Source: an optimization exercise on an open RTL-to-GDS flow (aim: small area and a short achievable clock period). Production flows keep margins and buffers that such runs may drop. Function was not checked in any run shown here: the RTL went through the layout flow alone.

==> flow/design.v, too long to show whole: its modules and the start of the top module <==
// module pipelined_array_multiplier: 3534 lines
// module mul_fa: 10 lines
// module mul_bpp: 10 lines
// module mul_bpp0: 8 lines
// module mul_ha: 9 lines
// module mul_xnor: 7 lines
// module mul_inv: 6 lines
// module mul_nand2: 7 lines
// module mul_nor2: 7 lines
// module mul_xor2: 7 lines
// module mul_aoi21: 8 lines
// module mul_oai21: 8 lines
// module mul_or: 7 lines
module pipelined_array_multiplier (
    input  logic        clk_i,
    input  logic        clk_en_i,
    input  logic        rst_n_i,
    input  logic [31:0] multiplicand_i,
    input  logic [31:0] multiplier_i,
    input  logic        data_valid_i,
    output logic [63:0] product_o,
    output logic        data_valid_o
);
  // ...
==> flow/flow/run.sh <==
#!/bin/bash
# Layout flow: the standard ORFS flow (standard.sh) with the standard
# synthesis unchanged, plus
#  - after floorplan, combinational cells downsized to their smallest drive
#    strength (flow/downsize.tcl), so that area is only spent where timing
#    repair asks for it;
#  - optionally, timing repair also right after detailed placement
#    (flow/place_repair.tcl);
#  - optionally a chosen buffer cell for the port buffers.
# Settings are in flow/settings.sh. Each tool's output goes to a log here.
set -euo pipefail
cd "$(dirname "$0")/.."
W=$PWD
source flow/settings.sh
args=()
if [[ "$DOWNSIZE" != "none" ]]; then
  args+=("POST_FLOORPLAN_TCL=$W/flow/downsize.tcl" "DOWNSIZE_FAMILIES=$DOWNSIZE")
fi
args+=("SETUP_SLACK_MARGIN=$SETUP_MARGIN")
if [[ "${PLACE_REPAIR:-0}" == 1 ]]; then
  args+=("POST_DETAIL_PLACE_TCL=$W/flow/place_repair.tcl")
fi
if [[ -n "$PORT_BUFFER" ]]; then
  args+=("BUFFER_PORTS_ARGS=-buffer_cell $PORT_BUFFER")
fi
args+=($EXTRA)
bash standard.sh synth > flow_synth.log 2>&1
bash standard.sh "${args[@]}" finish > flow_layout.log 2>&1
==> flow/flow/downsize.tcl <==
# Downsize combinational cells to the smallest drive strength of their
# family (same function and footprint). Timing repair later sizes the
# critical ones back up. Registers and clock cells are left alone.
# DOWNSIZE_FAMILIES: space-separated family names (e.g. a22oi), or "all".
set families [expr {[info exists ::env(DOWNSIZE_FAMILIES)] ? $::env(DOWNSIZE_FAMILIES) : "all"}]
set skip {^(dfxtp|dfxbp|dfrtp|dfrbp|dfstp|dfbbp|dfsbp|dfrtn|dfbbn|edfxtp|edfxbp|sdf.*|sedf.*|dl.*|clk.*|conb|tap.*|fill.*|decap.*|diode.*|probe.*|lpflow.*)$}
set smallest [dict create]
set count 0
foreach inst [get_cells *] {
  set ref [get_property $inst ref_name]
  if {![regexp {^sky130_fd_sc_hd__(.+)_(\d+)$} $ref -> fam drive]} { continue }
  if {[regexp $skip $fam]} { continue }
  if {$families ne "all" && [lsearch -exact $families $fam] < 0} { continue }
  if {![dict exists $smallest $fam]} {
    set best ""
    set best_area 1e9
    foreach lc [get_lib_cells sky130_fd_sc_hd__${fam}_*] {
      set name [get_property $lc name]
      if {![regexp "^sky130_fd_sc_hd__${fam}_\\d+\$" $name]} { continue }
      if {[get_property $lc dont_use]} { continue }
      set a [get_property $lc area]
      if {$a < $best_area} { set best $name; set best_area $a }
    }
    dict set smallest $fam $best
  }
  set to [dict get $smallest $fam]
  if {$to ne "" && $to ne $ref} {
    replace_cell $inst $to
    incr count
  }
}
puts "downsize: replaced $count cells"
==> flow/flow/place_repair.tcl <==
log_cmd estimate_parasitics -placement
repair_timing_helper -setup
detailed_placement
optimize_mirroring
log_cmd estimate_parasitics -placement
==> flow/flow/settings.sh <==
SETUP_MARGIN=7.55
DOWNSIZE="all"
PORT_BUFFER=sky130_fd_sc_hd__buf_2
PLACE_REPAIR=0
EXTRA="CTS_CLUSTER_SIZE=30 CTS_CLUSTER_DIAMETER=100 CORE_UTILIZATION=55"
==> flow/standard.sh <==
#!/bin/bash
# synth_recipe.tcl (not shown) runs the flow's synth.tcl, then flattens the netlist and writes it again
# the make line also repeats each setting of config.mk as NAME=value (left out here)
make -C /OpenROAD-flow-scripts/flow DESIGN_CONFIG=/design/flow/config.mk WORK_HOME=/design/flow/orfs CLKGATE_MAP_FILE= SYNTH_SCRIPT=/design/flow/synth_recipe.tcl "${@:-finish}"
==> flow/config.mk <==
export PLATFORM = sky130hd
export DESIGN_NAME = pipelined_array_multiplier
export DESIGN_NICKNAME = pipelined_array_multiplier
export VERILOG_FILES = /design/flow/design.v
export SDC_FILE = /design/flow/constraint.sdc
export NUM_CORES = 4
export LEC_CHECK = 0
export CAP_MARGIN = 20
export CORE_MARGIN = 2
export CORE_UTILIZATION = 40
export SLEW_MARGIN = 20
export SYNTH_HIERARCHICAL = 1
export SYNTH_MINIMUM_KEEP_SIZE = 0
==> flow/constraint.sdc <==
create_clock -name core_clock -period 11.0 [get_ports {clk_i}]
set_input_delay 2.2000 -clock core_clock [delete_from_list [all_inputs] [get_ports {clk_i}]]
set_output_delay 2.2000 -clock core_clock [all_outputs]
set_load 0.01 [all_outputs]
==> flow_summary_export.csv, run 1 <==
group,metric,value,unit
finish,fin_cells,4149,
place,pre_cts_ws,6.18,ns
floorplan,die-height,256,µm
worst_setup_path,cp.required,11.32,ns
finish,nFlopsAndLatches,287,
clocking,post-cts-setup-buffer-count,135,
global_routing,track_usage,42.2,%
worst_setup_path,end_kind,"register",
routing,route.detailed.drc,0,
synthesis,yosysTopAreaCell,"fa_1",
clocking,cts_buffers,17,
finish,fin_area,41300,µm²
timing,final-max-slew-violation-count,0,
finish,multi_input_area_share,61.1,%
synthesis,synth_ff_type,"edfxtp_1",
finish,top_regs,"r0_q (140), p_q (64), a_q (32)",
worst_setup_path,crit_end,"r0_q[50]$_DFFE_PP_",
run_status,outcome,"finished clean",
floorplan,io_pins,133,
clocking,hold_buffers,0,
worst_setup_path,slowest_delay,0.56,ns
worst_setup_path,crit_chain,"buf_12 -> a22oi_1 -> xor2_1 -> fa_1 -> fa_1 -> fa_2 -> fa_1 -> fa_1",
global_routing,grt_antenna_before_repair,4,
finish,drive_above_1_share,31.3,%
finish,multi_input_comb_cells,2443,
==> inputs of run 2 (changes only) <==
==> flow/flow/settings.sh (replaced) <==
SETUP_MARGIN=7.45
DOWNSIZE="all"
PORT_BUFFER=sky130_fd_sc_hd__buf_2
PLACE_REPAIR=0
EXTRA="CTS_CLUSTER_SIZE=30 CTS_CLUSTER_DIAMETER=100 CORE_UTILIZATION=55"
==> run 2 against run 1 <==
Net effect: still clean; critical path depth did not move; global-route usage fell by 1.9 points; hold slack got worse by 0.0048 ns; non-clock buffer count fell by 38; die area did not move; register-to-register slack barely moved; sequential share of layout area rose by 0.51 points; via count fell by 2.3%; wire length fell by 3.7%; largest cell class unchanged.
==> flow_summary_export.csv, run 2 <==
group,metric,value,unit
run_status,outcome,"finished clean",
finish,areaGrowthSynthToFinish,15.1,%
clocking,cts_tree,"built",
clocking,ctsHtreeMaxLevel,1,
place,place_hpwl,78000,µm
synthesis,synthArstFlopShare,0,%
place,port-buffer-count,132,
synthesis,ys_seq_elements,287,
worst_setup_path,crit_cells,8,
place,post-place-cells,3893,
clocking,cts-root-buf,"clkbuf_16",
synthesis,syn-cell-area,35000,µm²
synthesis,yosysWarnings,7,
timing,rsz0062_at_grt,"yes",
routing,ant_nets,0,
clocking,cts_buffer_depth,3,
worst_setup_path,crit_buf_inv,1,
place,place_area,34300,µm²
timing,tightest_slew,0.939,ns
timing,setup-tns-final,0,ns
place,routabilityCongestion,0.967,
worst_setup_path,crit_top_cell,"fa_2",
finish,layout_common_cells,"xor2_1 (615), a22oi_1 (322), edfxtp_1 (284), fa_1 (265), fa_2 (207)",
finish,layout_commonest_cell,"xor2_1",
finish,fin_nets,3809,
synthesis,yosysUniqueCellTypes,20,
routing,route.detailed.drc,0,
routing,routedWlPerCell,33.3,µm
worst_setup_path,crit_fanout,17,
floorplan,initial_core_util,55.6,%
synthesis,synth_ff_type,"edfxtp_1",
worst_setup_path,slowest_delay,0.57,ns
worst_setup_path,crit_chain,"buf_12 -> a22oi_1 -> xor2_1 -> fa_2 -> fa_2 -> fa_2 -> fa_1 -> fa_2",
floorplan,core-area,63000,µm²
clocking,worst_skew_pair.late_latency,0.58,ns
timing,fin_crit_sh,34.7,%
timing,setup_violations,0,
worst_setup_path,reg2reg_depth,8,
routing,routed_wl,137000,µm
worst_setup_path,cp.required,11.30,ns
worst_setup_path,cp-start-kind,"register",
worst_setup_path,startpoint,"a_q[24]$_DFFE_PP_",
synthesis,avgSynthCellArea,12.4,µm²
routing,vias,27686,
worst_setup_path,critPathTopFamily,"adder cells",
finish,top_regs,"r0_q (140), p_q (64), a_q (32)",
floorplan,die_area,65700,µm²
finish,drive_above_1_share,27.4,%
timing,finalHoldViolCount,0,
clocking,clkTransAtPathRegs,0.10,ns
timing,max_slew_margin,36.7,%
timing,fin_skew,0.0297,ns
finish,fin_cells,4109,
finish,fin_area,40300,µm²
floorplan,io_pins,133,
routing,drtIter0Drc,3696,
synthesis,syn-num-nets,3389,
worst_setup_path,critPathKind,"register to register",
floorplan,fp-row-count,92,
worst_hold_path,hp-class,"register to register",
routing,viasPerCell,6.74,
global_routing,track_usage,40.3,%
global_routing,grt_start_max_net_pins,100,
timing,period_minus_slack,3.82,ns
global_routing,grt_pass1_vias,28807,
synthesis,synth_most_common_cell,"xor2_1",
finish,fillers,4886,
synthesis,yosysSeqAreaShare,24.5,%
floorplan,die-height,256,µm
global_routing,gr-total-overflow,0,
worst_setup_path,r2r-start,"a_q[24]$_DFFE_PP_",
global_routing,grt_pass1_wl,193000,µm
synthesis,yosysTopAreaCell,"fa_1",
finish,top_register,"r0_q",
worst_setup_path,critPathArrivalTime,4.12,ns
routing,drtPass1Iterations,7,
global_routing,grt_antenna_before_repair,2,
timing,whs,0.518,ns
synthesis,ys_top_cells_by_count,"xor2_1 (661), a22oi_2 (496), fa_1 (472), edfxtp_1 (284), nand2_1 (202)",
worst_setup_path,reg2reg_slack,7.18,ns
worst_setup_path,crit_end,"r0_q[49]$_DFFE_PP_",
timing,final-max-slew-violation-count,0,
synthesis,yosys-top-cells-area,"fa_1 (27%), edfxtp_1 (24%), a22oi_2 (18%)",
timing,max_freq,0.262,GHz
synthesis,synthCells,2833,
synthesis,synth_edf_count,284,
finish,multi_input_area,24800,µm²
finish,regArea,8590,µm²
clocking,cts.sinks,287,
clocking,cts_buffers,17,
finish,largest_reg_flops,140,
flow_run,drv_cap,0,
worst_setup_path,end_kind,"register",
worst_setup_path,cpMaxStageDelayCell,"fa_2",
worst_setup_path,reg2reg_to,"r0_q[49]$_DFFE_PP_",
synthesis,synth_top_area_share,27.0,%
floorplan,die_w,256,µm
finish,insertedDiodeCount,0,
## run 2: changes by cell type in the layout (fill, tap and decap cells not counted), sizes merged
cell / previous run / this run
diode: 2 / 0
buf: 424 / 378
clkbuf: 24 / 29
bufbuf: 12 / 15
## run 2: worst reg2reg max path, delay by kind of cell (launching register included)
family                   cells  cell delay, ns
AO/OA/AOI/OAI                1            0.23
adder cells (fa/ha/maj)      5            2.38
flip-flops                   1            0.46
XOR/XNOR                     1            0.26
buffers and inverters        1            0.22
## run 2: worst min-delay path by stage
stage	startpoint	end	cells past startpoint
after global routing	v_q[2]$_SDFFE_PN0P_	v_q[2]$_SDFFE_PN0P_	2
after detailed placement	v_q[2]$_SDFFE_PN0P_	v_q[2]$_SDFFE_PN0P_	2
after CTS	v_q[2]$_SDFFE_PN0P_	v_q[2]$_SDFFE_PN0P_	2
final	v_q[2]$_SDFFE_PN0P_	v_q[2]$_SDFFE_PN0P_	2
after global placement	v_q[2]$_SDFFE_PN0P_	v_q[2]$_SDFFE_PN0P_	2
after floorplan	v_q[0]$_SDFFE_PN0P_	v_q[0]$_SDFFE_PN0P_	2
## run 2: modules after synthesis, one instance, submodules excluded
| module | cell area, µm² | flops+latches |
|---|---|---|
| mul_xor2 | 8.76 | 0 |
| mul_ha | 12.5 | 0 |
| mul_or | 6.26 | 0 |
| pipelined_array_multiplier | 9260 | 287 |
| mul_bpp | 21.3 | 0 |
| mul_xnor | 8.76 | 0 |
| mul_nand2 | 3.75 | 0 |
| mul_inv | 3.75 | 0 |
| mul_nor2 | 3.75 | 0 |
| mul_aoi21 | 8.76 | 0 |
| mul_oai21 | 5.00 | 0 |
| mul_fa | 20.0 | 0 |
| mul_bpp0 | 12.5 | 0 |
## run 2: layout make-up
type | instances | area share, %
clock buffer | 17 | 1.06
clock inverter | 12 | 0.311
inverter | 99 | 0.922
multi-input combinational | 2443 | 61.6
sequential | 287 | 21.3
tap | 846 | 2.63
timing repair buffer | 405 | 12.2
## run 2: repair_timing
item | in CTS | in global routing
setup buffers | 65 | 75
hold buffers | 0 | 0
endpoints found under the setup margin | 196 | 229
gates cloned | 36 | 11
gates resized for setup | 479 | 288
pin swaps | 104 | 122
## run 2: cell families after synthesis
logic type	after synthesis	synth area share (%)
XOR/XNOR	699	17.5
buffers and inverters	103	1.14
AO/OA/AOI/OAI	801	23.8
flip-flops	287	24.5
AND/OR/NAND/NOR	452	5.41
adder cells (fa/ha/maj)	488	27.6
multiplexers	3	0.0858
## run 2: metrics by stage
step | util, % | worst slack [ns]
finish | 64.0 | 7.18
global route | 64.0 | 7.17
CTS | 60.6 | 7.29
detailed placement | 54.4 | 6.18
global placement | 54.4 | 6.30
floorplan | - | 6.78
## run 2: layer usage
layer	up-vias	global-route usage (%)	wire length [µm]	part of all wire (%)
met1	13759	48.4	47100	34
met3	661	15.6	19400	14
met5	-	0	32	0.023
met2	2373	61.9	60300	44
li1	10889	-	-	-
met4	4	23.7	10000	7.3

static timing again, ports no longer ideal:
Ports are ideal in the flow. The routed layouts listed here were re-timed in OpenROAD.
Step 1: set_driving_cell puts a clkbuf_16 on clk_i and a buf_2 on each other input, an assumption about the parent block.
Step 2 also shifts input and output timing later by t, the mid clock arrival at the registers, as if the neighbouring blocks saw the same clock.
Three values: no drivers, after step 1, after step 2; two values: the first two.
| run | t (ns) | slack for setup (ns) | worst hold slack (ns) | latest minus earliest clock arrival (ns) | worst register clock-pin slew, ns |
|---|---|---|---|---|---|
| run 1 | 0.629 | 7.199 / 7.199 / 6.993 | 0.523 / 0.523 / 0.523 | 0.034 / 0.034 | 0.11 / 0.11 |
| run 2 | 0.635 | 7.185 / 7.185 / 6.946 | 0.518 / 0.518 / 0.518 | 0.030 / 0.030 | 0.11 / 0.11 |
After both steps setup and hold are still met in every run listed. The setup slack of run 2, which loses most, moves by 0.000 ns with the drivers and by -0.239 ns with both steps.
